What follows belongs to an exercise in optimizing a design on an open flow for small area, a short achievable clock period and few clock cycles per item; a production flow would make more cautious choices. The RTL was checked by simulation tests, not by an equivalence proof against the original design.

==> flow/run.sh <==
#!/bin/bash
# The standard layout; the only change is the cell used to buffer the
# ports (a plain buf_1 instead of the default choice). Every input and
# output port is still buffered. Make's output goes to standard.log.
set -euo pipefail
export BUFFER_PORTS_ARGS="-buffer_cell sky130_fd_sc_hd__buf_1"
bash standard.sh > standard.log 2>&1
==> standard.sh <==
#!/bin/bash
# synth_recipe.tcl (not shown) runs the flow's synth.tcl, then flattens the netlist and writes it again
# the make line also repeats each setting of config.mk as NAME=value (left out here)
make -C /OpenROAD-flow-scripts/flow DESIGN_CONFIG=/design/flow/config.mk WORK_HOME=/design/flow/orfs CLKGATE_MAP_FILE= SYNTH_SCRIPT=/design/flow/synth_recipe.tcl "${@:-finish}"
==> config.mk <==
export PLATFORM = sky130hd
export DESIGN_NAME = R_CORDIC_Unit
export DESIGN_NICKNAME = R_CORDIC_Unit
export VERILOG_FILES = /design/flow/design.v
export SDC_FILE = /design/flow/constraint.sdc
export NUM_CORES = 4
export LEC_CHECK = 0
export CAP_MARGIN = 20
export CORE_MARGIN = 2
export CORE_UTILIZATION = 60
export PLACE_DENSITY = 0.7
export SETUP_SLACK_MARGIN = 5
export SLEW_MARGIN = 20
==> constraint.sdc <==
create_clock -name core_clock -period 10.0 [get_ports {clk}]
set_input_delay 2.0000 -clock core_clock [delete_from_list [all_inputs] [get_ports {clk}]]
set_output_delay 2.0000 -clock core_clock [all_outputs]
set_load 0.01 [all_outputs]
==> design.v <==
module LUT (
    input      [4:0]  sel,
    output reg [31:0] value
);
    always @(*) begin
        case (sel)
            5'd0:  value = 32'h2D000000;
            5'd1:  value = 32'h1A90F0F5;
            5'd2:  value = 32'h0E0926A5;
            5'd3:  value = 32'h072023D0;
            5'd4:  value = 32'h03937ABF;
            5'd5:  value = 32'h01C95CAD;
            5'd6:  value = 32'h00E492E5;
            5'd7:  value = 32'h00722D16;
            5'd8:  value = 32'h00391D3F;
            5'd9:  value = 32'h001CC3DD;
            5'd10: value = 32'h000E2487;
            5'd11: value = 32'h00072290;
            5'd12: value = 32'h0003917C;
            5'd13: value = 32'h0001E66E;
            5'd14: value = 32'h0000E557;
            default: value = 32'h0;
        endcase
    end
endmodule
module add_sk (input [31:0] a, input [31:0] b, input cin, output [31:0] s);
  wire [31:0] p = a ^ b;
  wire [31:0] g0 = a & b;
  wire gc0 = g0[0] | (p[0] & cin);
  wire g_0_1 = g0[1] | (p[1] & gc0);
  wire p_0_1 = p[1] & p[0];
  wire g_0_3 = g0[3] | (p[3] & g0[2]);
  wire p_0_3 = p[3] & p[2];
  wire g_0_5 = g0[5] | (p[5] & g0[4]);
  wire p_0_5 = p[5] & p[4];
  wire g_0_7 = g0[7] | (p[7] & g0[6]);
  wire p_0_7 = p[7] & p[6];
  wire g_0_9 = g0[9] | (p[9] & g0[8]);
  wire p_0_9 = p[9] & p[8];
  wire g_0_11 = g0[11] | (p[11] & g0[10]);
  wire p_0_11 = p[11] & p[10];
  wire g_0_13 = g0[13] | (p[13] & g0[12]);
  wire p_0_13 = p[13] & p[12];
  wire g_0_15 = g0[15] | (p[15] & g0[14]);
  wire p_0_15 = p[15] & p[14];
  wire g_0_17 = g0[17] | (p[17] & g0[16]);
  wire p_0_17 = p[17] & p[16];
  wire g_0_19 = g0[19] | (p[19] & g0[18]);
  wire p_0_19 = p[19] & p[18];
  wire g_0_21 = g0[21] | (p[21] & g0[20]);
  wire p_0_21 = p[21] & p[20];
  wire g_0_23 = g0[23] | (p[23] & g0[22]);
  wire p_0_23 = p[23] & p[22];
  wire g_0_25 = g0[25] | (p[25] & g0[24]);
  wire p_0_25 = p[25] & p[24];
  wire g_0_27 = g0[27] | (p[27] & g0[26]);
  wire p_0_27 = p[27] & p[26];
  wire g_0_29 = g0[29] | (p[29] & g0[28]);
  wire p_0_29 = p[29] & p[28];
  wire g_0_31 = g0[31] | (p[31] & g0[30]);
  wire p_0_31 = p[31] & p[30];
  wire g_1_2 = g0[2] | (p[2] & g_0_1);
  wire p_1_2 = p[2] & p_0_1;
  wire g_1_3 = g_0_3 | (p_0_3 & g_0_1);
  wire p_1_3 = p_0_3 & p_0_1;
  wire g_1_6 = g0[6] | (p[6] & g_0_5);
  wire p_1_6 = p[6] & p_0_5;
  wire g_1_7 = g_0_7 | (p_0_7 & g_0_5);
  wire p_1_7 = p_0_7 & p_0_5;
  wire g_1_10 = g0[10] | (p[10] & g_0_9);
  wire p_1_10 = p[10] & p_0_9;
  wire g_1_11 = g_0_11 | (p_0_11 & g_0_9);
  wire p_1_11 = p_0_11 & p_0_9;
  wire g_1_14 = g0[14] | (p[14] & g_0_13);
  wire p_1_14 = p[14] & p_0_13;
  wire g_1_15 = g_0_15 | (p_0_15 & g_0_13);
  wire p_1_15 = p_0_15 & p_0_13;
  wire g_1_18 = g0[18] | (p[18] & g_0_17);
  wire p_1_18 = p[18] & p_0_17;
  wire g_1_19 = g_0_19 | (p_0_19 & g_0_17);
  wire p_1_19 = p_0_19 & p_0_17;
  wire g_1_22 = g0[22] | (p[22] & g_0_21);
  wire p_1_22 = p[22] & p_0_21;
  wire g_1_23 = g_0_23 | (p_0_23 & g_0_21);
  wire p_1_23 = p_0_23 & p_0_21;
  wire g_1_26 = g0[26] | (p[26] & g_0_25);
  wire p_1_26 = p[26] & p_0_25;
  wire g_1_27 = g_0_27 | (p_0_27 & g_0_25);
  wire p_1_27 = p_0_27 & p_0_25;
  wire g_1_30 = g0[30] | (p[30] & g_0_29);
  wire p_1_30 = p[30] & p_0_29;
  wire g_1_31 = g_0_31 | (p_0_31 & g_0_29);
  wire p_1_31 = p_0_31 & p_0_29;
  wire g_2_4 = g0[4] | (p[4] & g_1_3);
  wire p_2_4 = p[4] & p_1_3;
  wire g_2_5 = g_0_5 | (p_0_5 & g_1_3);
  wire p_2_5 = p_0_5 & p_1_3;
  wire g_2_6 = g_1_6 | (p_1_6 & g_1_3);
  wire p_2_6 = p_1_6 & p_1_3;
  wire g_2_7 = g_1_7 | (p_1_7 & g_1_3);
  wire p_2_7 = p_1_7 & p_1_3;
  wire g_2_12 = g0[12] | (p[12] & g_1_11);
  wire p_2_12 = p[12] & p_1_11;
  wire g_2_13 = g_0_13 | (p_0_13 & g_1_11);
  wire p_2_13 = p_0_13 & p_1_11;
  wire g_2_14 = g_1_14 | (p_1_14 & g_1_11);
  wire p_2_14 = p_1_14 & p_1_11;
  wire g_2_15 = g_1_15 | (p_1_15 & g_1_11);
  wire p_2_15 = p_1_15 & p_1_11;
  wire g_2_20 = g0[20] | (p[20] & g_1_19);
  wire p_2_20 = p[20] & p_1_19;
  wire g_2_21 = g_0_21 | (p_0_21 & g_1_19);
  wire p_2_21 = p_0_21 & p_1_19;
  wire g_2_22 = g_1_22 | (p_1_22 & g_1_19);
  wire p_2_22 = p_1_22 & p_1_19;
  wire g_2_23 = g_1_23 | (p_1_23 & g_1_19);
  wire p_2_23 = p_1_23 & p_1_19;
  wire g_2_28 = g0[28] | (p[28] & g_1_27);
  wire p_2_28 = p[28] & p_1_27;
  wire g_2_29 = g_0_29 | (p_0_29 & g_1_27);
  wire p_2_29 = p_0_29 & p_1_27;
  wire g_2_30 = g_1_30 | (p_1_30 & g_1_27);
  wire p_2_30 = p_1_30 & p_1_27;
  wire g_2_31 = g_1_31 | (p_1_31 & g_1_27);
  wire p_2_31 = p_1_31 & p_1_27;
  wire g_3_8 = g0[8] | (p[8] & g_2_7);
  wire p_3_8 = p[8] & p_2_7;
  wire g_3_9 = g_0_9 | (p_0_9 & g_2_7);
  wire p_3_9 = p_0_9 & p_2_7;
  wire g_3_10 = g_1_10 | (p_1_10 & g_2_7);
  wire p_3_10 = p_1_10 & p_2_7;
  wire g_3_11 = g_1_11 | (p_1_11 & g_2_7);
  wire p_3_11 = p_1_11 & p_2_7;
  wire g_3_12 = g_2_12 | (p_2_12 & g_2_7);
  wire p_3_12 = p_2_12 & p_2_7;
  wire g_3_13 = g_2_13 | (p_2_13 & g_2_7);
  wire p_3_13 = p_2_13 & p_2_7;
  wire g_3_14 = g_2_14 | (p_2_14 & g_2_7);
  wire p_3_14 = p_2_14 & p_2_7;
  wire g_3_15 = g_2_15 | (p_2_15 & g_2_7);
  wire p_3_15 = p_2_15 & p_2_7;
  wire g_3_24 = g0[24] | (p[24] & g_2_23);
  wire p_3_24 = p[24] & p_2_23;
  wire g_3_25 = g_0_25 | (p_0_25 & g_2_23);
  wire p_3_25 = p_0_25 & p_2_23;
  wire g_3_26 = g_1_26 | (p_1_26 & g_2_23);
  wire p_3_26 = p_1_26 & p_2_23;
  wire g_3_27 = g_1_27 | (p_1_27 & g_2_23);
  wire p_3_27 = p_1_27 & p_2_23;
  wire g_3_28 = g_2_28 | (p_2_28 & g_2_23);
  wire p_3_28 = p_2_28 & p_2_23;
  wire g_3_29 = g_2_29 | (p_2_29 & g_2_23);
  wire p_3_29 = p_2_29 & p_2_23;
  wire g_3_30 = g_2_30 | (p_2_30 & g_2_23);
  wire p_3_30 = p_2_30 & p_2_23;
  wire g_3_31 = g_2_31 | (p_2_31 & g_2_23);
  wire p_3_31 = p_2_31 & p_2_23;
  wire g_4_16 = g0[16] | (p[16] & g_3_15);
  wire p_4_16 = p[16] & p_3_15;
  wire g_4_17 = g_0_17 | (p_0_17 & g_3_15);
  wire p_4_17 = p_0_17 & p_3_15;
  wire g_4_18 = g_1_18 | (p_1_18 & g_3_15);
  wire p_4_18 = p_1_18 & p_3_15;
  wire g_4_19 = g_1_19 | (p_1_19 & g_3_15);
  wire p_4_19 = p_1_19 & p_3_15;
  wire g_4_20 = g_2_20 | (p_2_20 & g_3_15);
  wire p_4_20 = p_2_20 & p_3_15;
  wire g_4_21 = g_2_21 | (p_2_21 & g_3_15);
  wire p_4_21 = p_2_21 & p_3_15;
  wire g_4_22 = g_2_22 | (p_2_22 & g_3_15);
  wire p_4_22 = p_2_22 & p_3_15;
  wire g_4_23 = g_2_23 | (p_2_23 & g_3_15);
  wire p_4_23 = p_2_23 & p_3_15;
  wire g_4_24 = g_3_24 | (p_3_24 & g_3_15);
  wire p_4_24 = p_3_24 & p_3_15;
  wire g_4_25 = g_3_25 | (p_3_25 & g_3_15);
  wire p_4_25 = p_3_25 & p_3_15;
  wire g_4_26 = g_3_26 | (p_3_26 & g_3_15);
  wire p_4_26 = p_3_26 & p_3_15;
  wire g_4_27 = g_3_27 | (p_3_27 & g_3_15);
  wire p_4_27 = p_3_27 & p_3_15;
  wire g_4_28 = g_3_28 | (p_3_28 & g_3_15);
  wire p_4_28 = p_3_28 & p_3_15;
  wire g_4_29 = g_3_29 | (p_3_29 & g_3_15);
  wire p_4_29 = p_3_29 & p_3_15;
  wire g_4_30 = g_3_30 | (p_3_30 & g_3_15);
  wire p_4_30 = p_3_30 & p_3_15;
  wire g_4_31 = g_3_31 | (p_3_31 & g_3_15);
  wire p_4_31 = p_3_31 & p_3_15;
  assign s = p ^ {g_4_30, g_4_29, g_4_28, g_4_27, g_4_26, g_4_25, g_4_24, g_4_23, g_4_22, g_4_21, g_4_20, g_4_19, g_4_18, g_4_17, g_4_16, g_3_15, g_3_14, g_3_13, g_3_12, g_3_11, g_3_10, g_3_9, g_3_8, g_2_7, g_2_6, g_2_5, g_2_4, g_1_3, g_1_2, g_0_1, gc0, cin};
endmodule
module R_CORDIC (
    input  [31:0] x,
    output [31:0] s,
    output [31:0] c,
    output        cin
);
    wire w1 = x[31] ^ ~x[27];
    wire w2 = x[31] & ~x[27];
    wire w3 = ~x[28] ^ x[24];
    wire w4 = ~x[28] & x[24];
    wire w5 = ~x[29] ^ x[25];
    wire w6 = ~x[29] & x[25];
    wire w7 = ~x[30] ^ x[26];
    wire w8 = ~x[30] & x[26];
    wire w9 = ~x[15] ^ ~x[11];
    wire w10 = ~x[15] & ~x[11];
    wire w11 = ~x[16] ^ ~x[12];
    wire w12 = ~x[16] & ~x[12];
    wire w13 = ~x[17] ^ ~x[13];
    wire w14 = ~x[17] & ~x[13];
    wire w15 = ~x[18] ^ ~x[14] ^ x[10];
    wire w16 = (~x[18] & ~x[14]) | (~x[18] & x[10]) | (~x[14] & x[10]);
    wire w17 = x[8] ^ ~x[6];
    wire w18 = x[8] & ~x[6];
    wire w19 = ~x[19] ^ ~x[15] ^ x[11];
    wire w20 = (~x[19] & ~x[15]) | (~x[19] & x[11]) | (~x[15] & x[11]);
    wire w21 = x[9] ^ ~x[7];
    wire w22 = x[9] & ~x[7];
    wire w23 = ~x[20] ^ ~x[16] ^ x[12];
    wire w24 = (~x[20] & ~x[16]) | (~x[20] & x[12]) | (~x[16] & x[12]);
    wire w25 = x[10] ^ ~x[8];
    wire w26 = x[10] & ~x[8];
    wire w27 = ~x[21] ^ ~x[17] ^ x[13];
    wire w28 = (~x[21] & ~x[17]) | (~x[21] & x[13]) | (~x[17] & x[13]);
    wire w29 = x[11] ^ ~x[9] ^ ~x[6];
    wire w30 = (x[11] & ~x[9]) | (x[11] & ~x[6]) | (~x[9] & ~x[6]);
    wire w31 = ~x[22] ^ ~x[18] ^ x[14];
    wire w32 = (~x[22] & ~x[18]) | (~x[22] & x[14]) | (~x[18] & x[14]);
    wire w33 = x[12] ^ ~x[10] ^ ~x[7];
    wire w34 = (x[12] & ~x[10]) | (x[12] & ~x[7]) | (~x[10] & ~x[7]);
    wire w35 = ~x[23] ^ ~x[19] ^ x[15];
    wire w36 = (~x[23] & ~x[19]) | (~x[23] & x[15]) | (~x[19] & x[15]);
    wire w37 = x[13] ^ ~x[11] ^ ~x[8];
    wire w38 = (x[13] & ~x[11]) | (x[13] & ~x[8]) | (~x[11] & ~x[8]);
    wire w39 = ~x[5] ^ x[2];
    wire w40 = ~x[5] & x[2];
    wire w41 = ~x[24] ^ ~x[20] ^ x[16];
    wire w42 = (~x[24] & ~x[20]) | (~x[24] & x[16]) | (~x[20] & x[16]);
    wire w43 = x[14] ^ ~x[12] ^ ~x[9];
    wire w44 = (x[14] & ~x[12]) | (x[14] & ~x[9]) | (~x[12] & ~x[9]);
    wire w45 = ~x[6] ^ x[3] ^ x[1];
    wire w46 = (~x[6] & x[3]) | (~x[6] & x[1]) | (x[3] & x[1]);
    wire w47 = ~x[25] ^ ~x[21] ^ x[17];
    wire w48 = (~x[25] & ~x[21]) | (~x[25] & x[17]) | (~x[21] & x[17]);
    wire w49 = x[15] ^ ~x[13] ^ ~x[10];
    wire w50 = (x[15] & ~x[13]) | (x[15] & ~x[10]) | (~x[13] & ~x[10]);
    wire w51 = ~x[7] ^ x[4] ^ x[2];
    wire w52 = (~x[7] & x[4]) | (~x[7] & x[2]) | (x[4] & x[2]);
    wire w53 = ~x[26] ^ ~x[22] ^ x[18];
    wire w54 = (~x[26] & ~x[22]) | (~x[26] & x[18]) | (~x[22] & x[18]);
    wire w55 = x[16] ^ ~x[14] ^ ~x[11];
    wire w56 = (x[16] & ~x[14]) | (x[16] & ~x[11]) | (~x[14] & ~x[11]);
    wire w57 = ~x[8] ^ x[5] ^ x[3];
    wire w58 = (~x[8] & x[5]) | (~x[8] & x[3]) | (x[5] & x[3]);
    wire w59 = ~x[27] ^ ~x[23] ^ x[19];
    wire w60 = (~x[27] & ~x[23]) | (~x[27] & x[19]) | (~x[23] & x[19]);
    wire w61 = x[17] ^ ~x[15] ^ ~x[12];
    wire w62 = (x[17] & ~x[15]) | (x[17] & ~x[12]) | (~x[15] & ~x[12]);
    wire w63 = ~x[9] ^ x[6] ^ x[4];
    wire w64 = (~x[9] & x[6]) | (~x[9] & x[4]) | (x[6] & x[4]);
    wire w65 = ~x[28] ^ ~x[24] ^ x[20];
    wire w66 = (~x[28] & ~x[24]) | (~x[28] & x[20]) | (~x[24] & x[20]);
    wire w67 = x[18] ^ ~x[16] ^ ~x[13];
    wire w68 = (x[18] & ~x[16]) | (x[18] & ~x[13]) | (~x[16] & ~x[13]);
    wire w69 = ~x[10] ^ x[7] ^ x[5];
    wire w70 = (~x[10] & x[7]) | (~x[10] & x[5]) | (x[7] & x[5]);
    wire w71 = ~x[29] ^ ~x[25] ^ x[21];
    wire w72 = (~x[29] & ~x[25]) | (~x[29] & x[21]) | (~x[25] & x[21]);
    wire w73 = x[19] ^ ~x[17] ^ ~x[14];
    wire w74 = (x[19] & ~x[17]) | (x[19] & ~x[14]) | (~x[17] & ~x[14]);
    wire w75 = ~x[11] ^ x[8] ^ x[6];
    wire w76 = (~x[11] & x[8]) | (~x[11] & x[6]) | (x[8] & x[6]);
    wire w77 = ~x[30] ^ ~x[26] ^ x[22];
    wire w78 = (~x[30] & ~x[26]) | (~x[30] & x[22]) | (~x[26] & x[22]);
    wire w79 = x[20] ^ ~x[18] ^ ~x[15];
    wire w80 = (x[20] & ~x[18]) | (x[20] & ~x[15]) | (~x[18] & ~x[15]);
    wire w81 = ~x[12] ^ x[9] ^ x[7];
    wire w82 = (~x[12] & x[9]) | (~x[12] & x[7]) | (x[9] & x[7]);
    wire w83 = w1 ^ x[23] ^ x[21];
    wire w84 = (w1 & x[23]) | (w1 & x[21]) | (x[23] & x[21]);
    wire w85 = ~x[19] ^ ~x[16] ^ ~x[13];
    wire w86 = (~x[19] & ~x[16]) | (~x[19] & ~x[13]) | (~x[16] & ~x[13]);
    wire w87 = x[10] ^ x[8] ^ 1'b1;
    wire w88 = (x[10] & x[8]) | (x[10] & 1'b1) | (x[8] & 1'b1);
    wire w89 = w3 ^ x[22] ^ ~x[20];
    wire w90 = (w3 & x[22]) | (w3 & ~x[20]) | (x[22] & ~x[20]);
    wire w91 = ~x[17] ^ ~x[14] ^ x[11];
    wire w92 = (~x[17] & ~x[14]) | (~x[17] & x[11]) | (~x[14] & x[11]);
    wire w93 = x[9] ^ 1'b1 ^ w2;
    wire w94 = (x[9] & 1'b1) | (x[9] & w2) | (1'b1 & w2);
    wire w95 = w5 ^ x[23] ^ ~x[21];
    wire w96 = (w5 & x[23]) | (w5 & ~x[21]) | (x[23] & ~x[21]);
    wire w97 = ~x[18] ^ ~x[15] ^ x[12];
    wire w98 = (~x[18] & ~x[15]) | (~x[18] & x[12]) | (~x[15] & x[12]);
    wire w99 = x[10] ^ 1'b1 ^ w4;
    wire w100 = (x[10] & 1'b1) | (x[10] & w4) | (1'b1 & w4);
    wire w101 = w7 ^ x[24] ^ ~x[22];
    wire w102 = (w7 & x[24]) | (w7 & ~x[22]) | (x[24] & ~x[22]);
    wire w103 = ~x[19] ^ ~x[16] ^ x[13];
    wire w104 = (~x[19] & ~x[16]) | (~x[19] & x[13]) | (~x[16] & x[13]);
    wire w105 = x[11] ^ 1'b1 ^ w6;
    wire w106 = (x[11] & 1'b1) | (x[11] & w6) | (1'b1 & w6);
    wire w107 = x[31] ^ x[27] ^ x[25];
    wire w108 = (x[31] & x[27]) | (x[31] & x[25]) | (x[27] & x[25]);
    wire w109 = ~x[23] ^ ~x[20] ^ ~x[17];
    wire w110 = (~x[23] & ~x[20]) | (~x[23] & ~x[17]) | (~x[20] & ~x[17]);
    wire w111 = x[14] ^ x[12] ^ w8;
    wire w112 = (x[14] & x[12]) | (x[14] & w8) | (x[12] & w8);
    wire w113 = x[28] ^ x[26] ^ ~x[24];
    wire w114 = (x[28] & x[26]) | (x[28] & ~x[24]) | (x[26] & ~x[24]);
    wire w115 = ~x[21] ^ ~x[18] ^ x[15];
    wire w116 = (~x[21] & ~x[18]) | (~x[21] & x[15]) | (~x[18] & x[15]);
    wire w117 = x[13] ^ 1'b1;
    wire w118 = x[13] & 1'b1;
    wire w119 = x[29] ^ x[27] ^ ~x[25];
    wire w120 = (x[29] & x[27]) | (x[29] & ~x[25]) | (x[27] & ~x[25]);
    wire w121 = ~x[22] ^ ~x[19] ^ x[16];
    wire w122 = (~x[22] & ~x[19]) | (~x[22] & x[16]) | (~x[19] & x[16]);
    wire w123 = x[14] ^ 1'b1;
    wire w124 = x[14] & 1'b1;
    wire w125 = x[30] ^ x[28] ^ ~x[26];
    wire w126 = (x[30] & x[28]) | (x[30] & ~x[26]) | (x[28] & ~x[26]);
    wire w127 = ~x[23] ^ ~x[20] ^ x[17];
    wire w128 = (~x[23] & ~x[20]) | (~x[23] & x[17]) | (~x[20] & x[17]);
    wire w129 = x[15] ^ 1'b1;
    wire w130 = x[15] & 1'b1;
    wire w131 = ~x[31] ^ x[29] ^ ~x[27];
    wire w132 = (~x[31] & x[29]) | (~x[31] & ~x[27]) | (x[29] & ~x[27]);
    wire w133 = ~x[24] ^ ~x[21] ^ x[18];
    wire w134 = (~x[24] & ~x[21]) | (~x[24] & x[18]) | (~x[21] & x[18]);
    wire w135 = x[30] ^ ~x[28] ^ ~x[25];
    wire w136 = (x[30] & ~x[28]) | (x[30] & ~x[25]) | (~x[28] & ~x[25]);
    wire w137 = ~x[22] ^ x[19];
    wire w138 = ~x[22] & x[19];
    wire w139 = ~x[31] ^ ~x[29] ^ ~x[26];
    wire w140 = (~x[31] & ~x[29]) | (~x[31] & ~x[26]) | (~x[29] & ~x[26]);
    wire w141 = ~x[30] ^ ~x[27];
    wire w142 = ~x[30] & ~x[27];
    wire w143 = ~x[12] ^ ~x[8] ^ x[4];
    wire w144 = (~x[12] & ~x[8]) | (~x[12] & x[4]) | (~x[8] & x[4]);
    wire w145 = ~x[13] ^ ~x[9] ^ x[5];
    wire w146 = (~x[13] & ~x[9]) | (~x[13] & x[5]) | (~x[9] & x[5]);
    wire w147 = ~x[14] ^ ~x[10] ^ x[6];
    wire w148 = (~x[14] & ~x[10]) | (~x[14] & x[6]) | (~x[10] & x[6]);
    wire w149 = w9 ^ x[7] ^ x[5];
    wire w150 = (w9 & x[7]) | (w9 & x[5]) | (x[7] & x[5]);
    wire w151 = ~x[3] ^ ~x[0];
    wire w152 = ~x[3] & ~x[0];
    wire w153 = w11 ^ x[8] ^ x[6];
    wire w154 = (w11 & x[8]) | (w11 & x[6]) | (x[8] & x[6]);
    wire w155 = ~x[4] ^ ~x[1] ^ w10;
    wire w156 = (~x[4] & ~x[1]) | (~x[4] & w10) | (~x[1] & w10);
    wire w157 = w13 ^ x[9] ^ x[7];
    wire w158 = (w13 & x[9]) | (w13 & x[7]) | (x[9] & x[7]);
    wire w159 = ~x[5] ^ ~x[2] ^ w12;
    wire w160 = (~x[5] & ~x[2]) | (~x[5] & w12) | (~x[2] & w12);
    wire w161 = w15 ^ w17 ^ ~x[3];
    wire w162 = (w15 & w17) | (w15 & ~x[3]) | (w17 & ~x[3]);
    wire w163 = ~x[0] ^ 1'b1 ^ w14;
    wire w164 = (~x[0] & 1'b1) | (~x[0] & w14) | (1'b1 & w14);
    wire w165 = w19 ^ w21 ^ ~x[4];
    wire w166 = (w19 & w21) | (w19 & ~x[4]) | (w21 & ~x[4]);
    wire w167 = ~x[1] ^ w16 ^ w18;
    wire w168 = (~x[1] & w16) | (~x[1] & w18) | (w16 & w18);
    wire w169 = w23 ^ w25 ^ ~x[5];
    wire w170 = (w23 & w25) | (w23 & ~x[5]) | (w25 & ~x[5]);
    wire w171 = ~x[2] ^ w20 ^ w22;
    wire w172 = (~x[2] & w20) | (~x[2] & w22) | (w20 & w22);
    wire w173 = w27 ^ w29 ^ ~x[3];
    wire w174 = (w27 & w29) | (w27 & ~x[3]) | (w29 & ~x[3]);
    wire w175 = x[0] ^ w24 ^ w26;
    wire w176 = (x[0] & w24) | (x[0] & w26) | (w24 & w26);
    wire w177 = w31 ^ w33 ^ ~x[4];
    wire w178 = (w31 & w33) | (w31 & ~x[4]) | (w33 & ~x[4]);
    wire w179 = x[1] ^ w28 ^ w30;
    wire w180 = (x[1] & w28) | (x[1] & w30) | (w28 & w30);
    wire w181 = w35 ^ w37 ^ w39;
    wire w182 = (w35 & w37) | (w35 & w39) | (w37 & w39);
    wire w183 = x[0] ^ w32 ^ w34;
    wire w184 = (x[0] & w32) | (x[0] & w34) | (w32 & w34);
    wire w185 = w41 ^ w43 ^ w45;
    wire w186 = (w41 & w43) | (w41 & w45) | (w43 & w45);
    wire w187 = w36 ^ w38 ^ w40;
    wire w188 = (w36 & w38) | (w36 & w40) | (w38 & w40);
    wire w189 = w47 ^ w49 ^ w51;
    wire w190 = (w47 & w49) | (w47 & w51) | (w49 & w51);
    wire w191 = w42 ^ w44 ^ w46;
    wire w192 = (w42 & w44) | (w42 & w46) | (w44 & w46);
    wire w193 = w53 ^ w55 ^ w57;
    wire w194 = (w53 & w55) | (w53 & w57) | (w55 & w57);
    wire w195 = w48 ^ w50 ^ w52;
    wire w196 = (w48 & w50) | (w48 & w52) | (w50 & w52);
    wire w197 = w59 ^ w61 ^ w63;
    wire w198 = (w59 & w61) | (w59 & w63) | (w61 & w63);
    wire w199 = w54 ^ w56 ^ w58;
    wire w200 = (w54 & w56) | (w54 & w58) | (w56 & w58);
    wire w201 = w65 ^ w67 ^ w69;
    wire w202 = (w65 & w67) | (w65 & w69) | (w67 & w69);
    wire w203 = w60 ^ w62 ^ w64;
    wire w204 = (w60 & w62) | (w60 & w64) | (w62 & w64);
    wire w205 = w71 ^ w73 ^ w75;
    wire w206 = (w71 & w73) | (w71 & w75) | (w73 & w75);
    wire w207 = w66 ^ w68 ^ w70;
    wire w208 = (w66 & w68) | (w66 & w70) | (w68 & w70);
    wire w209 = w77 ^ w79 ^ w81;
    wire w210 = (w77 & w79) | (w77 & w81) | (w79 & w81);
    wire w211 = w72 ^ w74 ^ w76;
    wire w212 = (w72 & w74) | (w72 & w76) | (w74 & w76);
    wire w213 = w83 ^ w85 ^ w87;
    wire w214 = (w83 & w85) | (w83 & w87) | (w85 & w87);
    wire w215 = w78 ^ w80 ^ w82;
    wire w216 = (w78 & w80) | (w78 & w82) | (w80 & w82);
    wire w217 = w89 ^ w91 ^ w93;
    wire w218 = (w89 & w91) | (w89 & w93) | (w91 & w93);
    wire w219 = w84 ^ w86 ^ w88;
    wire w220 = (w84 & w86) | (w84 & w88) | (w86 & w88);
    wire w221 = w95 ^ w97 ^ w99;
    wire w222 = (w95 & w97) | (w95 & w99) | (w97 & w99);
    wire w223 = w90 ^ w92 ^ w94;
    wire w224 = (w90 & w92) | (w90 & w94) | (w92 & w94);
    wire w225 = w101 ^ w103 ^ w105;
    wire w226 = (w101 & w103) | (w101 & w105) | (w103 & w105);
    wire w227 = w96 ^ w98 ^ w100;
    wire w228 = (w96 & w98) | (w96 & w100) | (w98 & w100);
    wire w229 = w107 ^ w109 ^ w111;
    wire w230 = (w107 & w109) | (w107 & w111) | (w109 & w111);
    wire w231 = w102 ^ w104 ^ w106;
    wire w232 = (w102 & w104) | (w102 & w106) | (w104 & w106);
    wire w233 = w113 ^ w115 ^ w117;
    wire w234 = (w113 & w115) | (w113 & w117) | (w115 & w117);
    wire w235 = w108 ^ w110 ^ w112;
    wire w236 = (w108 & w110) | (w108 & w112) | (w110 & w112);
    wire w237 = w119 ^ w121 ^ w123;
    wire w238 = (w119 & w121) | (w119 & w123) | (w121 & w123);
    wire w239 = w114 ^ w116 ^ w118;
    wire w240 = (w114 & w116) | (w114 & w118) | (w116 & w118);
    wire w241 = w125 ^ w127 ^ w129;
    wire w242 = (w125 & w127) | (w125 & w129) | (w127 & w129);
    wire w243 = w120 ^ w122 ^ w124;
    wire w244 = (w120 & w122) | (w120 & w124) | (w122 & w124);
    wire w245 = w131 ^ w133 ^ x[16];
    wire w246 = (w131 & w133) | (w131 & x[16]) | (w133 & x[16]);
    wire w247 = w126 ^ w128 ^ w130;
    wire w248 = (w126 & w128) | (w126 & w130) | (w128 & w130);
    wire w249 = w135 ^ w137 ^ x[17];
    wire w250 = (w135 & w137) | (w135 & x[17]) | (w137 & x[17]);
    wire w251 = 1'b1 ^ w132 ^ w134;
    wire w252 = (1'b1 & w132) | (1'b1 & w134) | (w132 & w134);
    wire w253 = w139 ^ ~x[23] ^ x[20];
    wire w254 = (w139 & ~x[23]) | (w139 & x[20]) | (~x[23] & x[20]);
    wire w255 = x[18] ^ w136 ^ w138;
    wire w256 = (x[18] & w136) | (x[18] & w138) | (w136 & w138);
    wire w257 = w141 ^ ~x[24] ^ x[21];
    wire w258 = (w141 & ~x[24]) | (w141 & x[21]) | (~x[24] & x[21]);
    wire w259 = x[19] ^ 1'b1 ^ w140;
    wire w260 = (x[19] & 1'b1) | (x[19] & w140) | (1'b1 & w140);
    wire w261 = x[31] ^ ~x[28] ^ ~x[25];
    wire w262 = (x[31] & ~x[28]) | (x[31] & ~x[25]) | (~x[28] & ~x[25]);
    wire w263 = x[22] ^ x[20] ^ w142;
    wire w264 = (x[22] & x[20]) | (x[22] & w142) | (x[20] & w142);
    wire w265 = ~x[29] ^ ~x[26] ^ x[23];
    wire w266 = (~x[29] & ~x[26]) | (~x[29] & x[23]) | (~x[26] & x[23]);
    wire w267 = x[21] ^ 1'b1;
    wire w268 = x[21] & 1'b1;
    wire w269 = ~x[30] ^ ~x[27] ^ x[24];
    wire w270 = (~x[30] & ~x[27]) | (~x[30] & x[24]) | (~x[27] & x[24]);
    wire w271 = x[22] ^ 1'b1;
    wire w272 = x[22] & 1'b1;
    wire w273 = x[31] ^ ~x[28] ^ x[25];
    wire w274 = (x[31] & ~x[28]) | (x[31] & x[25]) | (~x[28] & x[25]);
    wire w275 = ~x[29] ^ x[26];
    wire w276 = ~x[29] & x[26];
    wire w277 = ~x[30] ^ x[27];
    wire w278 = ~x[30] & x[27];
    wire w279 = ~x[10] ^ ~x[6];
    wire w280 = ~x[10] & ~x[6];
    wire w281 = ~x[11] ^ ~x[7] ^ x[3];
    wire w282 = (~x[11] & ~x[7]) | (~x[11] & x[3]) | (~x[7] & x[3]);
    wire w283 = w143 ^ x[2] ^ ~x[0];
    wire w284 = (w143 & x[2]) | (w143 & ~x[0]) | (x[2] & ~x[0]);
    wire w285 = w145 ^ x[3] ^ ~x[1];
    wire w286 = (w145 & x[3]) | (w145 & ~x[1]) | (x[3] & ~x[1]);
    wire w287 = w147 ^ x[4] ^ ~x[2];
    wire w288 = (w147 & x[4]) | (w147 & ~x[2]) | (x[4] & ~x[2]);
    wire w289 = w149 ^ w151 ^ 1'b1;
    wire w290 = (w149 & w151) | (w149 & 1'b1) | (w151 & 1'b1);
    wire w291 = w153 ^ w155 ^ w150;
    wire w292 = (w153 & w155) | (w153 & w150) | (w155 & w150);
    wire w293 = w157 ^ w159 ^ w154;
    wire w294 = (w157 & w159) | (w157 & w154) | (w159 & w154);
    wire w295 = w161 ^ w163 ^ w158;
    wire w296 = (w161 & w163) | (w161 & w158) | (w163 & w158);
    wire w297 = w165 ^ w167 ^ w162;
    wire w298 = (w165 & w167) | (w165 & w162) | (w167 & w162);
    wire w299 = w169 ^ w171 ^ w166;
    wire w300 = (w169 & w171) | (w169 & w166) | (w171 & w166);
    wire w301 = w173 ^ w175 ^ w170;
    wire w302 = (w173 & w175) | (w173 & w170) | (w175 & w170);
    wire w303 = w177 ^ w179 ^ w174;
    wire w304 = (w177 & w179) | (w177 & w174) | (w179 & w174);
    wire w305 = w181 ^ w183 ^ w178;
    wire w306 = (w181 & w183) | (w181 & w178) | (w183 & w178);
    wire w307 = w185 ^ w187 ^ w182;
    wire w308 = (w185 & w187) | (w185 & w182) | (w187 & w182);
    wire w309 = w189 ^ w191 ^ w186;
    wire w310 = (w189 & w191) | (w189 & w186) | (w191 & w186);
    wire w311 = w193 ^ w195 ^ w190;
    wire w312 = (w193 & w195) | (w193 & w190) | (w195 & w190);
    wire w313 = w197 ^ w199 ^ w194;
    wire w314 = (w197 & w199) | (w197 & w194) | (w199 & w194);
    wire w315 = w201 ^ w203 ^ w198;
    wire w316 = (w201 & w203) | (w201 & w198) | (w203 & w198);
    wire w317 = w205 ^ w207 ^ w202;
    wire w318 = (w205 & w207) | (w205 & w202) | (w207 & w202);
    wire w319 = w209 ^ w211 ^ w206;
    wire w320 = (w209 & w211) | (w209 & w206) | (w211 & w206);
    wire w321 = w213 ^ w215 ^ w210;
    wire w322 = (w213 & w215) | (w213 & w210) | (w215 & w210);
    wire w323 = w217 ^ w219 ^ w214;
    wire w324 = (w217 & w219) | (w217 & w214) | (w219 & w214);
    wire w325 = w221 ^ w223 ^ w218;
    wire w326 = (w221 & w223) | (w221 & w218) | (w223 & w218);
    wire w327 = w225 ^ w227 ^ w222;
    wire w328 = (w225 & w227) | (w225 & w222) | (w227 & w222);
    wire w329 = w229 ^ w231 ^ w226;
    wire w330 = (w229 & w231) | (w229 & w226) | (w231 & w226);
    wire w331 = w233 ^ w235 ^ w230;
    wire w332 = (w233 & w235) | (w233 & w230) | (w235 & w230);
    wire w333 = w237 ^ w239 ^ w234;
    wire w334 = (w237 & w239) | (w237 & w234) | (w239 & w234);
    wire w335 = w241 ^ w243 ^ w238;
    wire w336 = (w241 & w243) | (w241 & w238) | (w243 & w238);
    wire w337 = w245 ^ w247 ^ w242;
    wire w338 = (w245 & w247) | (w245 & w242) | (w247 & w242);
    wire w339 = w249 ^ w251 ^ w246;
    wire w340 = (w249 & w251) | (w249 & w246) | (w251 & w246);
    wire w341 = w253 ^ w255 ^ w250;
    wire w342 = (w253 & w255) | (w253 & w250) | (w255 & w250);
    wire w343 = w257 ^ w259 ^ w254;
    wire w344 = (w257 & w259) | (w257 & w254) | (w259 & w254);
    wire w345 = w261 ^ w263 ^ w258;
    wire w346 = (w261 & w263) | (w261 & w258) | (w263 & w258);
    wire w347 = w265 ^ w267 ^ w262;
    wire w348 = (w265 & w267) | (w265 & w262) | (w267 & w262);
    wire w349 = w269 ^ w271 ^ w266;
    wire w350 = (w269 & w271) | (w269 & w266) | (w271 & w266);
    wire w351 = w273 ^ x[23] ^ w270;
    wire w352 = (w273 & x[23]) | (w273 & w270) | (x[23] & w270);
    wire w353 = w275 ^ x[24] ^ 1'b1;
    wire w354 = (w275 & x[24]) | (w275 & 1'b1) | (x[24] & 1'b1);
    wire w355 = w277 ^ x[25] ^ 1'b1;
    wire w356 = (w277 & x[25]) | (w277 & 1'b1) | (x[25] & 1'b1);
    wire w357 = x[31] ^ x[28] ^ x[26];
    wire w358 = (x[31] & x[28]) | (x[31] & x[26]) | (x[28] & x[26]);
    wire w359 = x[29] ^ x[27];
    wire w360 = x[29] & x[27];
    wire w361 = x[30] ^ x[28];
    wire w362 = x[30] & x[28];
    wire w363 = ~x[4] ^ ~x[0];
    wire w364 = ~x[4] & ~x[0];
    wire w365 = ~x[5] ^ ~x[1];
    wire w366 = ~x[5] & ~x[1];
    wire w367 = ~x[6] ^ ~x[2];
    wire w368 = ~x[6] & ~x[2];
    wire w369 = ~x[7] ^ ~x[3];
    wire w370 = ~x[7] & ~x[3];
    wire w371 = ~x[8] ^ ~x[4] ^ x[0];
    wire w372 = (~x[8] & ~x[4]) | (~x[8] & x[0]) | (~x[4] & x[0]);
    wire w373 = ~x[9] ^ ~x[5] ^ x[1];
    wire w374 = (~x[9] & ~x[5]) | (~x[9] & x[1]) | (~x[5] & x[1]);
    wire w375 = w279 ^ x[2] ^ x[0];
    wire w376 = (w279 & x[2]) | (w279 & x[0]) | (x[2] & x[0]);
    wire w377 = w281 ^ x[1] ^ w280;
    wire w378 = (w281 & x[1]) | (w281 & w280) | (x[1] & w280);
    wire w379 = w283 ^ 1'b1 ^ w282;
    wire w380 = (w283 & 1'b1) | (w283 & w282) | (1'b1 & w282);
    wire w381 = w285 ^ w144 ^ w284;
    wire w382 = (w285 & w144) | (w285 & w284) | (w144 & w284);
    wire w383 = w287 ^ w146 ^ w286;
    wire w384 = (w287 & w146) | (w287 & w286) | (w146 & w286);
    wire w385 = w289 ^ w148 ^ w288;
    wire w386 = (w289 & w148) | (w289 & w288) | (w148 & w288);
    wire w387 = w291 ^ w152 ^ w290;
    wire w388 = (w291 & w152) | (w291 & w290) | (w152 & w290);
    wire w389 = w293 ^ w156 ^ w292;
    wire w390 = (w293 & w156) | (w293 & w292) | (w156 & w292);
    wire w391 = w295 ^ w160 ^ w294;
    wire w392 = (w295 & w160) | (w295 & w294) | (w160 & w294);
    wire w393 = w297 ^ w164 ^ w296;
    wire w394 = (w297 & w164) | (w297 & w296) | (w164 & w296);
    wire w395 = w299 ^ w168 ^ w298;
    wire w396 = (w299 & w168) | (w299 & w298) | (w168 & w298);
    wire w397 = w301 ^ w172 ^ w300;
    wire w398 = (w301 & w172) | (w301 & w300) | (w172 & w300);
    wire w399 = w303 ^ w176 ^ w302;
    wire w400 = (w303 & w176) | (w303 & w302) | (w176 & w302);
    wire w401 = w305 ^ w180 ^ w304;
    wire w402 = (w305 & w180) | (w305 & w304) | (w180 & w304);
    wire w403 = w307 ^ w184 ^ w306;
    wire w404 = (w307 & w184) | (w307 & w306) | (w184 & w306);
    wire w405 = w309 ^ w188 ^ w308;
    wire w406 = (w309 & w188) | (w309 & w308) | (w188 & w308);
    wire w407 = w311 ^ w192 ^ w310;
    wire w408 = (w311 & w192) | (w311 & w310) | (w192 & w310);
    wire w409 = w313 ^ w196 ^ w312;
    wire w410 = (w313 & w196) | (w313 & w312) | (w196 & w312);
    wire w411 = w315 ^ w200 ^ w314;
    wire w412 = (w315 & w200) | (w315 & w314) | (w200 & w314);
    wire w413 = w317 ^ w204 ^ w316;
    wire w414 = (w317 & w204) | (w317 & w316) | (w204 & w316);
    wire w415 = w319 ^ w208 ^ w318;
    wire w416 = (w319 & w208) | (w319 & w318) | (w208 & w318);
    wire w417 = w321 ^ w212 ^ w320;
    wire w418 = (w321 & w212) | (w321 & w320) | (w212 & w320);
    wire w419 = w323 ^ w216 ^ w322;
    wire w420 = (w323 & w216) | (w323 & w322) | (w216 & w322);
    wire w421 = w325 ^ w220 ^ w324;
    wire w422 = (w325 & w220) | (w325 & w324) | (w220 & w324);
    wire w423 = w327 ^ w224 ^ w326;
    wire w424 = (w327 & w224) | (w327 & w326) | (w224 & w326);
    wire w425 = w329 ^ w228 ^ w328;
    wire w426 = (w329 & w228) | (w329 & w328) | (w228 & w328);
    wire w427 = w331 ^ w232 ^ w330;
    wire w428 = (w331 & w232) | (w331 & w330) | (w232 & w330);
    wire w429 = w333 ^ w236 ^ w332;
    wire w430 = (w333 & w236) | (w333 & w332) | (w236 & w332);
    wire w431 = w335 ^ w240 ^ w334;
    wire w432 = (w335 & w240) | (w335 & w334) | (w240 & w334);
    wire w433 = w337 ^ w244 ^ w336;
    wire w434 = (w337 & w244) | (w337 & w336) | (w244 & w336);
    wire w435 = w339 ^ w248 ^ w338;
    wire w436 = (w339 & w248) | (w339 & w338) | (w248 & w338);
    wire w437 = w341 ^ w252 ^ w340;
    wire w438 = (w341 & w252) | (w341 & w340) | (w252 & w340);
    wire w439 = w343 ^ w256 ^ w342;
    wire w440 = (w343 & w256) | (w343 & w342) | (w256 & w342);
    wire w441 = w345 ^ w260 ^ w344;
    wire w442 = (w345 & w260) | (w345 & w344) | (w260 & w344);
    wire w443 = w347 ^ w264 ^ w346;
    wire w444 = (w347 & w264) | (w347 & w346) | (w264 & w346);
    wire w445 = w349 ^ w268 ^ w348;
    wire w446 = (w349 & w268) | (w349 & w348) | (w268 & w348);
    wire w447 = w351 ^ w272 ^ w350;
    wire w448 = (w351 & w272) | (w351 & w350) | (w272 & w350);
    wire w449 = w353 ^ w274 ^ w352;
    wire w450 = (w353 & w274) | (w353 & w352) | (w274 & w352);
    wire w451 = w355 ^ w276 ^ w354;
    wire w452 = (w355 & w276) | (w355 & w354) | (w276 & w354);
    wire w453 = w357 ^ w278 ^ w356;
    wire w454 = (w357 & w278) | (w357 & w356) | (w278 & w356);
    wire w455 = w359 ^ 1'b1 ^ w358;
    wire w456 = (w359 & 1'b1) | (w359 & w358) | (1'b1 & w358);
    wire w457 = w361 ^ 1'b1 ^ w360;
    wire w458 = (w361 & 1'b1) | (w361 & w360) | (1'b1 & w360);
    wire w459 = ~x[31] ^ x[29] ^ w362;
    wire w460 = (~x[31] & x[29]) | (~x[31] & w362) | (x[29] & w362);
    wire w461 = x[30] ^ 1'b1;
    wire w462 = x[30] & 1'b1;
    wire [23:0] la = {w401, w399, w397, w395, w393, w391, w389, w387, w385, w383, w381, w379, w377, w375, w373, w371, w369, w367, w365, w363, ~x[3], ~x[2], ~x[1], ~x[0]};
    wire [23:0] lb = {w400, w398, w396, w394, w392, w390, w388, w386, w384, w382, w380, w378, w376, w374, w372, w370, w368, w366, w364, 1'b1, 1'b0, 1'b0, 1'b0, 1'b1};
    wire [24:0] lsum = {1'b0, la} + {1'b0, lb};
    assign cin = lsum[24];
    assign s = {1'b1, ~x[31], w461, w459, w457, w455, w453, w451, w449, w447, w445, w443, w441, w439, w437, w435, w433, w431, w429, w427, w425, w423, w421, w419, w417, w415, w413, w411, w409, w407, w405, w403};
    assign c = {1'b0, w462, w460, w458, w456, w454, w452, w450, w448, w446, w444, w442, w440, w438, w436, w434, w432, w430, w428, w426, w424, w422, w420, w418, w416, w414, w412, w410, w408, w406, w404, w402};
endmodule
module R_CORDIC_Unit (
    input signed [31:0]      i_data_1,
    input signed [31:0]      i_data_2,
    input signed [31:0]      angle,
    input                    en,
    input                    rst,
    input                    clk,
    output signed [31:0]     o_data_1,
    output signed [31:0]     o_data_2,
    output                   done_flag
);
    reg        busy, done;
    reg  [4:0] cnt;
    reg signed [31:0] bx, by, ba;
    reg               bc;
    reg        [3:0]  shx;     
    reg        [3:0]  shy_n;   
    reg               fin;     
    reg               hold;    
    wire m1 = cnt == 5'd15;
    wire m2 = cnt == 5'd16;
    wire m3 = cnt == 5'd17;
    wire [4:0]  cnt_n = en ? 5'd0 : busy ? cnt + 5'd1 : cnt;
    wire        fin_n = !en && busy && (m1 || m2);
    wire [31:0] t;
    LUT lut (.sel(cnt), .value(t));
    wire neg  = ba[31];
    wire nega = neg | hold;
    wire negx = neg & ~fin;
    wire cinx = negx | (fin & bc);
    wire signed [31:0] sx = bx >>> shx;
    wire signed [31:0] sy = by >>> ~shy_n;
    wire [31:0] nx, ny, na;
    add_sk add_x (.a(bx), .b(sy ^ {32{negx}}), .cin(cinx), .s(nx));
    add_sk add_y (.a(by), .b(sx ^ {32{~neg}}), .cin(~neg), .s(ny));
    add_sk add_a (.a(ba), .b(t  ^ {32{~nega}}), .cin(~nega), .s(na));
    wire [31:0] ks, kc;
    wire        kci;
    R_CORDIC gain (.x(ba), .s(ks), .c(kc), .cin(kci));
    always @(posedge clk or posedge rst) begin
        if (rst) begin
            busy <= 1'b0;
            done <= 1'b0;
            cnt  <= 5'd0;
        end else begin
            done <= busy && m3;
            cnt  <= cnt_n;
            if (en)
                busy <= 1'b1;
            else if (m3)
                busy <= 1'b0;
        end
    end
    always @(posedge clk) begin
        bc    <= kci;
        fin   <= fin_n;
        hold  <= !en && busy && m2;
        shx   <= cnt_n[3:0];
        shy_n <= fin_n ? 4'hF : ~cnt_n[3:0];
        if (en) begin
            bx <= i_data_1;
            by <= i_data_2;
            ba <= angle;
        end else if (m1 | m2) begin
            bx <= ks;
            by <= kc;
            ba <= m1 ? by : nx;
        end else begin
            bx <= nx;
            by <= ny;
            ba <= cnt == 5'd14 ? nx : na;
        end
    end
    assign o_data_1  = ba;
    assign o_data_2  = bx;
    assign done_flag = done;
endmodule
==> flow_metrics.env, run 1 <==
export IMPL_status="no timing/DRC/antenna violations"
export IMPL_syn_inst=2041
export IMPL_placed_cell_area_sq_um=18870
export IMPL_synth_edf_count=0
export IMPL_finalSetupTns_ps=0
export IMPL_drt_wl_total_um=62990
export IMPL_cts_hold_fix_buffers=0
export IMPL_fin_skew_ps=15.46
export IMPL_drv_cap=0
export IMPL_wl_met3_um=5916
export IMPL_fin_nets=2618
export IMPL_clk_path_buf_depth=2
export IMPL_hpwl_um=50030
export IMPL_ys_flop_type="dfxtp_1"
export IMPL_fmax_mhz=208.7
export IMPL_crit_required_ps=10300
export IMPL_setup_worst_path_end="bc$_DFF_P_"
export IMPL_overflow=0
export IMPL_design_core_area_sq_um=29640
export IMPL_die_h_um=177.4
export IMPL_drive_above_1_share_pct=6.928
export IMPL_dieArea_sq_um=31450
export IMPL_critPathLaunch="ba[13]$_DFF_P_"
export IMPL_worstSetupPathType="register to register"
export IMPL_area_delta_synth_final_pct=8.979
export IMPL_synth_fp_nets=2507
export IMPL_n_fill_cell=2600
export IMPL_async_flop_share_pct=6.140
export IMPL_dr_wl_met2_um=27750
export IMPL_ys_seq_area_share_pct=12.85
export IMPL_ff2ff_path_depth=16
export IMPL_rsz0062_at_grt="yes"
export IMPL_hold_viol=0
export IMPL_grtUsageTotal_pct=40.35
export IMPL_period_share_pct=47.92
export IMPL_crit_path_frequent_cell="inv_1"
export IMPL_critPathLaunchType="register"
export IMPL_cts_tree="done"
export IMPL_antenna_found_initial=1
export IMPL_relSlewSlack_pct=34.21
export IMPL_fin_crit_ps=4792
export IMPL_yosysWarnings=2
export IMPL_reg2reg_to="bc$_DFF_P_"
export IMPL_grt_pass1_vias=15700
export IMPL_critical_path_arrival_ps=5100
export IMPL_r2r_slack_ps=5210
export IMPL_cts_sinks=114
export IMPL_final_setup_viol_count=0
export IMPL_vias=16080
export IMPL_synth_top_area_cell="fa_1"
export IMPL_initial_utilization_pct=60.84
export IMPL_hold_path_class="register to register"
export IMPL_critPathTopFamily="adder cells"
export IMPL_routed_via_density=6.294
export IMPL_cp_cell_sequence="inv_1 -> ha_1 -> inv_1 -> fa_1 -> inv_1 -> fa_1 -> inv_1 -> fa_1 -> inv_1 -> ha_1 -> a21o_1 -> a21oi_1 -> o311ai_0 -> a31oi_1 -> o21ai_0 -> o311a_1"
export IMPL_clk_latency_ps=450
export IMPL_ioPinCount=164
export IMPL_cts_root_buf="clkbuf_16"
export IMPL_hold_slack_ps=585.4
export IMPL_m1WireLength_um=25630
export IMPL_clk_pin_slew_ps=50
export IMPL_end_kind="register"
export IMPL_n_antenna_cell=0
export IMPL_multiInputGateArea_sq_um=14440
export IMPL_cts_made_buffers=17
export IMPL_highest_layer="met5"
export IMPL_slowest_stage="dfxtp_1"
export IMPL_antenna_left=0
export IMPL_drcViolationCount=0
export IMPL_avgSynthCellArea_sq_um=8.834
export IMPL_fin_area_sq_um=19650
export IMPL_gp_congestion=1.000
export IMPL_syn_area_sq_um=18030
export IMPL_grt_pass1_wl_um=93050
export IMPL_fin_util_pct=66.30
export IMPL_fin_cells=2555
export IMPL_yosys_area_top_type_share_pct=22.76
export IMPL_rows=63
export IMPL_first_iter_violations=1697
export IMPL_numPortBuffers=163
export IMPL_seq_area_sq_um=2330
export IMPL_finalMaxSlewViolations=0
export IMPL_placed_cells=2507
export IMPL_wire_per_inst_um=24.65
export IMPL_ys_seq_elements=114
export IMPL_cp_max_fo=7
export IMPL_critical_path_depth=16
export IMPL_worst_pin_slew_ps=984.5
export IMPL_ys_types=71
export IMPL_htreeDepth=4
export IMPL_hold_start="by[1]$_DFF_P_"
export IMPL_crit_buf_inv=5
export IMPL_r2r_start="ba[13]$_DFF_P_"
export IMPL_grt_max_degree=82
export IMPL_synthTopCellsByArea="fa_1 (23%), dfxtp_1 (12%), ha_1 (11%)"
export IMPL_first_pass_iters=9
export IMPL_fp_dieW_um=177.4
export IMPL_cp_slowest_stage_delay_ps=690
==> cells by family (layout without fill, tap and decap cells) <==
kind of cell | Yosys count | count (layout) | synth area share (%)
AOI/OAI and AO/OA | 474 | 474 | 16.58
xor gates and xnor gates | 159 | 159 | 7.723
adders and majority gates | 367 | 367 | 34.00
buffers and inverters | 345 | 468 | 7.369
DFF | 114 | 114 | 12.85
muxes | 157 | 157 | 10.98
and+or+nand+nor | 425 | 426 | 10.48
==> worst min path at each step <==
stage | to | slack, ps | depth (start not counted)
finish | ba[1]$_DFF_P_ | 590 | 2
floorplan | ba[1]$_DFF_P_ | 470 | 2
global route | ba[1]$_DFF_P_ | 610 | 2
CTS | ba[1]$_DFF_P_ | 580 | 2
detailed placement | ba[1]$_DFF_P_ | 560 | 2
global placement | ba[1]$_DFF_P_ | 580 | 2
==> area by class of cell <==
type                    instances  share of cell area [%]
repair buffers                196                   4.623
clock inverters                 9                  0.5412
well taps                     390                   2.483
multi-input cells            1583                   73.50
inverters                     240                   4.616
flip-flops and latches        114                   11.86
clock buffers                  23                   2.381
==> registers in the layout (all words and copies together), names as in the netlist <==
| name | count |
|---|---|
| by | 32 |
| shx | 4 |
| bc | 1 |
| done | 1 |
| busy | 1 |
| hold | 1 |
| bx | 32 |
| cnt | 5 |
| fin | 1 |
| shy_n | 4 |
| ba | 32 |
==> routing by layer <==
metal | up-vias | global-route usage [%]
met3 | 190 | 8.676
li1 | 7202 | -
met2 | 917 | 61.80
met5 | - | 0
met4 | 2 | 20.29
met1 | 7769 | 54.11
==> cell usage in the layout (no fill, tap or decap), drive strengths merged, types with 100 or more instances in the layout <==
cell type	Yosys	routed
nand2	176	176
nor2	112	113
inv	236	236
dfxtp	107	107
ha	162	162
fa	205	205
mux2i	100	100
o21ai	127	127
a21oi	147	147
buf	34	194
==> timing repair <==
action                                  in CTS  in global routing
hold endpoints to repair                     0                  0
pin swaps                                    1                  2
cloned                                       1                  0
gates resized for setup                      2                 16
buffers inserted                             0                 15
endpoints found under the setup margin      20                 36
==> tightest hold or removal path, cell delays in order, from the launching register on <==
cell	delay [ps]
dfxtp_1	350
nand2_1	110
a31oi_1	80
==> through the flow <==
step / setup WS, ps
floorplan: 5359
global placement: 4991
detailed placement: 4870
CTS: 5015
global route: 4963
finish: 5208
==> Yosys cell counts (16+ instances only) <==
| cell | instances |
|---|---|
| a211oi_1 | 28 |
| buf_1 | 21 |
| xor2_1 | 64 |
| mux2_2 | 27 |
| nor2_1 | 112 |
| mux4_2 | 30 |
| fa_1 | 205 |
| a21oi_1 | 147 |
| dfxtp_1 | 107 |
| a31oi_1 | 16 |
| o21ai_0 | 123 |
| xnor2_1 | 95 |
| and3_1 | 23 |
| clkbuf_1 | 71 |
| nand2_1 | 176 |
| inv_1 | 232 |
| nand3_1 | 25 |
| ha_1 | 162 |
| nor2b_1 | 20 |
| mux2i_1 | 100 |
| nor3_1 | 23 |
| a21o_1 | 33 |
Testbench counts, summed over its fixed seeds: cycles 9,736, items 512.
==> run 2, diff against run 1 <==
--- a/config.mk
+++ b/config.mk
@@ -8,6 +8,8 @@
 export CAP_MARGIN = 20
 export CORE_MARGIN = 2
 export CORE_UTILIZATION = 60
+export CTS_CLUSTER_DIAMETER = 100
+export CTS_CLUSTER_SIZE = 30
 export PLACE_DENSITY = 0.7
 export SETUP_SLACK_MARGIN = 5
 export SLEW_MARGIN = 20
==> flow_metrics.env, run 2 <==
export IMPL_status="no timing/DRC/antenna violations"
export IMPL_reg2reg_to="bc$_DFF_P_"
export IMPL_avgSynthCellArea_sq_um=8.834
export IMPL_hpwl_um=50030
export IMPL_n_antenna_cell=0
export IMPL_antenna_left=0
export IMPL_overflow=0
export IMPL_final_setup_viol_count=0
export IMPL_cts_root_buf="clkbuf_16"
export IMPL_drive_above_1_share_pct=6.928
export IMPL_hold_viol=0
export IMPL_rows=63
export IMPL_fin_nets=2618
export IMPL_ys_types=71
export IMPL_fmax_mhz=208.7
export IMPL_synth_fp_nets=2507
export IMPL_wire_per_inst_um=24.65
export IMPL_clk_latency_ps=450
export IMPL_clk_path_buf_depth=2
export IMPL_layout_common_cells="inv_1 (231), fa_1 (205), nand2_1 (175)"
export IMPL_hold_slack_ps=585.4
export IMPL_worstHoldEndpoint="ba[1]$_DFF_P_"
export IMPL_r2r_start="ba[13]$_DFF_P_"
export IMPL_grt_pass1_vias=15700
export IMPL_critical_path_arrival_ps=5100
export IMPL_initial_utilization_pct=60.84
export IMPL_worstSetupPathType="register to register"
export IMPL_drv_cap=0
export IMPL_relSlewSlack_pct=34.21
export IMPL_cp_max_fo=7
export IMPL_worst_slack_ps=5208
export IMPL_drt_wl_total_um=62990
export IMPL_ys_seq_elements=114
export IMPL_yosysMostFrequentCell="inv_1"
export IMPL_antenna_found_initial=1
export IMPL_rsz0062_at_grt="yes"
export IMPL_hold_depth=2
export IMPL_design_core_area_sq_um=29640
export IMPL_fin_cells=2555
export IMPL_layout_commonest_cell="inv_1"
export IMPL_drcViolationCount=0
export IMPL_grt_max_degree=82
export IMPL_htreeDepth=4
export IMPL_critPathLaunchType="register"
export IMPL_fin_crit_ps=4792
export IMPL_fin_skew_ps=15.46
export IMPL_place_ws_ps=4870
export IMPL_ys_flop_type="dfxtp_1"
export IMPL_synth_common_cells="inv_1 (232), fa_1 (205), nand2_1 (176), ha_1 (162), a21oi_1 (147)"
export IMPL_vias=16080
export IMPL_end_kind="register"
export IMPL_yosysWarnings=2
export IMPL_clk_pin_slew_ps=50
export IMPL_n_fill_cell=2600
export IMPL_hold_start="by[1]$_DFF_P_"
export IMPL_yosys_area_top_type_share_pct=22.76
export IMPL_crit_required_ps=10300
export IMPL_cts_hold_fix_buffers=0
export IMPL_die_h_um=177.4
export IMPL_cts_made_buffers=17
export IMPL_routed_via_density=6.294
export IMPL_numPortBuffers=163
export IMPL_synth_top_area_cell="fa_1"
export IMPL_synth_edf_count=0
export IMPL_dieArea_sq_um=31450
export IMPL_finalSetupTns_ps=0
export IMPL_async_flop_share_pct=6.140
export IMPL_worst_pin_slew_ps=984.5
export IMPL_multiInputGateArea_sq_um=14440
export IMPL_ff2ff_path_depth=16
export IMPL_hold_path_class="register to register"
export IMPL_syn_inst=2041
export IMPL_cts_tree="done"
export IMPL_largest_registers="ba (32), bx (32), by (32)"
export IMPL_grt_pass1_wl_um=93050
export IMPL_grtUsageTotal_pct=40.35
export IMPL_ys_seq_area_share_pct=12.85
export IMPL_finalMaxSlewViolations=0
export IMPL_first_iter_violations=1697
export IMPL_period_share_pct=47.92
export IMPL_gp_congestion=1.000
export IMPL_first_pass_iters=9
export IMPL_ioPinCount=164
export IMPL_area_delta_synth_final_pct=8.979
export IMPL_seq_area_sq_um=2330
export IMPL_synthTopCellsByArea="fa_1 (23%), dfxtp_1 (12%), ha_1 (11%)"
export IMPL_placed_cells=2507
export IMPL_cts_sinks=114
export IMPL_fp_dieW_um=177.4
export IMPL_syn_area_sq_um=18030
export IMPL_r2r_slack_ps=5210
[run 2: cell counts after synthesis]
Identical to the previous run, type by type.
[run 2: worst max path at each step]
stage                     cells after the start        endpoint  slack (ps)           startpoint
after CTS                                    18  ba[16]$_DFF_P_        5010     cnt[0]$_DFF_PP0_
after detailed placement                     15  ba[15]$_DFF_P_        4870  shy_n[0]$_SDFF_PP1_
final                                        16      bc$_DFF_P_        5210       ba[13]$_DFF_P_
after global placement                       15  ba[15]$_DFF_P_        4990  shy_n[0]$_SDFF_PP1_
after global routing                         17  ba[16]$_DFF_P_        4960     cnt[0]$_DFF_PP0_
after floorplan                              16  by[29]$_DFF_P_        5360       shx[1]$_DFF_P_
[run 2: routing by layer]
layer / up-vias / share of wire [%] / track usage, % / wire length [um]
li1: 7202 / - / - / -
met1: 7769 / 41 / 54.11 / 25630
met2: 917 / 44 / 61.80 / 27750
met3: 190 / 9.4 / 8.676 / 5916
met4: 2 / 5.8 / 20.29 / 3682
met5: - / 0.021 / 0 / 13
[run 2: final cells by class]
type	count	area share, %
clock buffer	23	2.381
clock inverter	9	0.5412
inverter	240	4.616
multi-input combinational	1583	73.50
sequential	114	11.86
tap	390	2.483
timing repair buffer	196	4.623
[run 2: what timing repair did]
item / CTS / global route
gates resized for setup: 2 / 16
setup endpoints to repair: 20 / 36
pin swaps: 1 / 2
buffers inserted: 0 / 15
gates cloned: 1 / 0
[run 2: logic make-up after synthesis]
group                    Yosys count  share of synthesized area, %
AO/OA/AOI/OAI                    474                         16.58
AND/OR/NAND/NOR                  425                         10.48
adder cells (fa/ha/maj)          367                         34.00
buffers and inverters            345                         7.369
XOR/XNOR                         159                         7.723
multiplexers                     157                         10.98
flip-flops                       114                         12.85
[run 2: through the flow]
stage,cell area [sq um],utilization [%]
floorplan,18030,-
global placement,18870,63.67
detailed placement,18870,63.68
CTS,19460,65.66
global route,19650,66.30
finish,19650,66.30
[run 2: critical path, cell delays in order (launching register included)]
cell and delay (ps):
dfxtp_1 690, inv_1 370, ha_1 380, inv_1 50, fa_1 480, inv_1 60, fa_1 530, inv_1 60
fa_1 530, inv_1 40, ha_1 280, a21o_1 160, a21oi_1 250, o311ai_0 180, a31oi_1 260, o21ai_0 140
o311a_1 190
==> run 3, diff against run 2 <==
==> flow/run.sh (replaced) <==
#!/bin/bash
set -euo pipefail
export BUFFER_PORTS_ARGS="-buffer_cell sky130_fd_sc_hd__buf_1"
export SETUP_SLACK_MARGIN=5.5
bash standard.sh > standard.log 2>&1
--- a/config.mk
+++ b/config.mk
@@ -8,8 +8,5 @@
 export CAP_MARGIN = 20
 export CORE_MARGIN = 2
 export CORE_UTILIZATION = 60
-export CTS_CLUSTER_DIAMETER = 100
-export CTS_CLUSTER_SIZE = 30
 export PLACE_DENSITY = 0.7
-export SETUP_SLACK_MARGIN = 5
 export SLEW_MARGIN = 20
==> flow_metrics.env, run 3 <==
export IMPL_use_met2_pct=64.22
export IMPL_yosys_area_top_type_share_pct=22.76
export IMPL_worst_pin_slew_ps=1009
export IMPL_ys_seq_elements=114
export IMPL_grt_max_degree=98
export IMPL_routed_via_density=6.388
export IMPL_grt_pass1_vias=15990
export IMPL_fin_skew_ps=12.85
export IMPL_drive_above_1_share_pct=11.50
export IMPL_status="no timing/DRC/antenna violations"
export IMPL_syn_area_sq_um=18030
export IMPL_cts_tree="done"
export IMPL_synth_edf_count=0
export IMPL_clk_pin_slew_ps=60
export IMPL_cp_cell_sequence="buf_12 -> mux4_2 -> mux4_2 -> xnor2_2 -> ha_1 -> nor2b_1 -> o2111ai_1 -> a31oi_2 -> a21oi_2 -> o21ba_4 -> o31ai_4 -> a311o_1 -> or4_1 -> nand3_1"
export IMPL_fin_crit_ps=4386
export IMPL_critPathLaunchType="register"
export IMPL_fp_dieW_um=177.4
export IMPL_largest_registers="ba (32), bx (32), by (32)"
export IMPL_cp_max_fo=14
export IMPL_finalSetupTns_ps=0
export IMPL_synth_fp_nets=2507
export IMPL_crit_path_frequent_cell="mux4_2"
export IMPL_async_flop_share_pct=6.140
export IMPL_yosysWarnings=2
export IMPL_ys_flop_type="dfxtp_1"
export IMPL_layout_common_cells="inv_1 (221), fa_1 (202), nand2_1 (175)"
export IMPL_gp_congestion=0.9966
export IMPL_n_antenna_cell=0
export IMPL_cts_root_buf="clkbuf_16"
export IMPL_ys_seq_area_share_pct=12.85
export IMPL_dieArea_sq_um=31450
export IMPL_die_h_um=177.4
export IMPL_vias=16650
export IMPL_synth_common_cells="inv_1 (232), fa_1 (205), nand2_1 (176), ha_1 (162), a21oi_1 (147)"
export IMPL_numPortBuffers=163
export IMPL_antenna_left=0
export IMPL_drt_wl_total_um=65930
export IMPL_cts_hold_fix_buffers=0
export IMPL_first_iter_violations=1943
export IMPL_drv_cap=0
export IMPL_clk_latency_ps=460
export IMPL_use_met3_pct=7.198
export IMPL_area_delta_synth_final_pct=12.61
export IMPL_yosysMostFrequentCell="inv_1"
export IMPL_cts_made_buffers=17
export IMPL_critical_path_arrival_ps=4780
export IMPL_wire_per_inst_um=25.29
export IMPL_cts_sinks=114
export IMPL_period_share_pct=43.86
export IMPL_final_setup_viol_count=0
export IMPL_syn_inst=2041
export IMPL_ys_types=71
export IMPL_hold_viol=0
export IMPL_hpwl_um=50910
export IMPL_grt_pass1_wl_um=96570
export IMPL_worstSetupPathType="register to register"
export IMPL_synth_top_area_cell="fa_1"
export IMPL_ioPinCount=164
export IMPL_first_pass_iters=6
export IMPL_htreeDepth=4
export IMPL_end_kind="register"
export IMPL_layout_commonest_cell="inv_1"
export IMPL_overflow=0
export IMPL_fin_area_sq_um=20300
export IMPL_design_core_area_sq_um=29640
export IMPL_avgSynthCellArea_sq_um=8.834
export IMPL_fmax_mhz=228.0
-- run 3: cells by family after synthesis --
family	share of synthesized area [%]
buf+inv	7.369
xor+xnor	7.723
compound gates	16.58
flops	12.85
simple gates	10.48
mux	10.98
fa+ha+maj	34.00
-- run 3: final timing paths --
path / from / end / slack [ps] / depth (start not counted)
min: by[1]$_DFF_P_ / ba[1]$_DFF_P_ / 630 / 2
min reg2reg: by[1]$_DFF_P_ / ba[1]$_DFF_P_ / 630 / 2
max reg2reg: shx[0]$_DFF_P_ / by[31]$_DFF_P_ / 5610 / 14
max in group asynchronous: rst / cnt[3]$_DFF_PP0_ / 8310 / 2
min in group asynchronous: rst / cnt[2]$_DFF_PP0_ / 1450 / 2
max: shx[0]$_DFF_P_ / by[31]$_DFF_P_ / 5610 / 14
-- run 3: cell type report --
class	count	area, sq um
sequential	114	2349
clock inverter	11	127.6
tap	390	488.0
fill	2492	9334
clock buffer	21	460.4
multi-input combinational	1583	14590
inverter	240	948.4
timing repair buffer	248	1340
-- run 3: metal layers --
metal / part of all wire (%) / up-vias
met1: 40 / 8087
met5: 0 / -
met4: 6.2 / 0
li1: - / 7305
met2: 44 / 1065
met3: 10 / 196
-- run 3: per-stage QoR --
stage | utilization (%) | hold slack [ps] | instances | worst slack [ps]
final | 68.51 | 628.6 | 2607 | 5614
after global routing | 68.51 | 645.6 | 2607 | 5480
after CTS | 66.27 | 626.7 | 2551 | 5472
after detailed placement | 63.76 | 615.5 | 2510 | 4782
after global placement | 63.74 | 616.7 | 2510 | 4955
after floorplan | - | 470.2 | 2041 | 5553
-- run 3: critical path: cells and delay by family (launching register included) --
family                   cells  cell delay [ps]
adder cells (fa/ha/maj)      1              260
flip-flops                   1              410
XOR/XNOR                     1              220
AND/OR/NAND/NOR              3              690
multiplexers                 2             1090
AO/OA/AOI/OAI                6             1460
buffers and inverters        1              180
-- run 3: repair_timing --
item | 4_1_cts | 5_1_grt
endpoints found under the setup margin | 71 | 56
cloned | 1 | 2
buffers inserted | 8 | 54
pin swaps | 1 | 9
gates resized for setup | 24 | 63

-- static timing again, ports no longer ideal --
The flow's constraints put no driver on any port. The routed layouts listed below were extracted and timed again, unchanged, in two steps. Step 1 assumes that a clkbuf_16 drives the clock port and a buf_2 every other input. Step 2 adds t to the input delays and takes it off the output delays; t is the mean of the earliest and latest rising clock arrival at the registers after step 1. Input paths then give back, and output paths get back, about the clock's delay inside the block. Three values: no drivers, after step 1, after step 2; two values: the first two.
run	shift t [ns]	setup WS [ns]	slew at the worst register clock pin (ns)	worst data-port slew with drivers (ns)
run 1	0.500	5.208 / 5.208 / 5.208	0.07 / 0.07	0.05
run 2	0.500	5.208 / 5.208 / 5.208	0.07 / 0.07	0.05
run 3	0.504	5.614 / 5.614 / 5.474	0.07 / 0.07	0.06
After both steps every run listed still meets setup and hold. The setup slack of run 3, which loses most, moves by 0.000 ns with the drivers and by -0.140 ns with both steps.
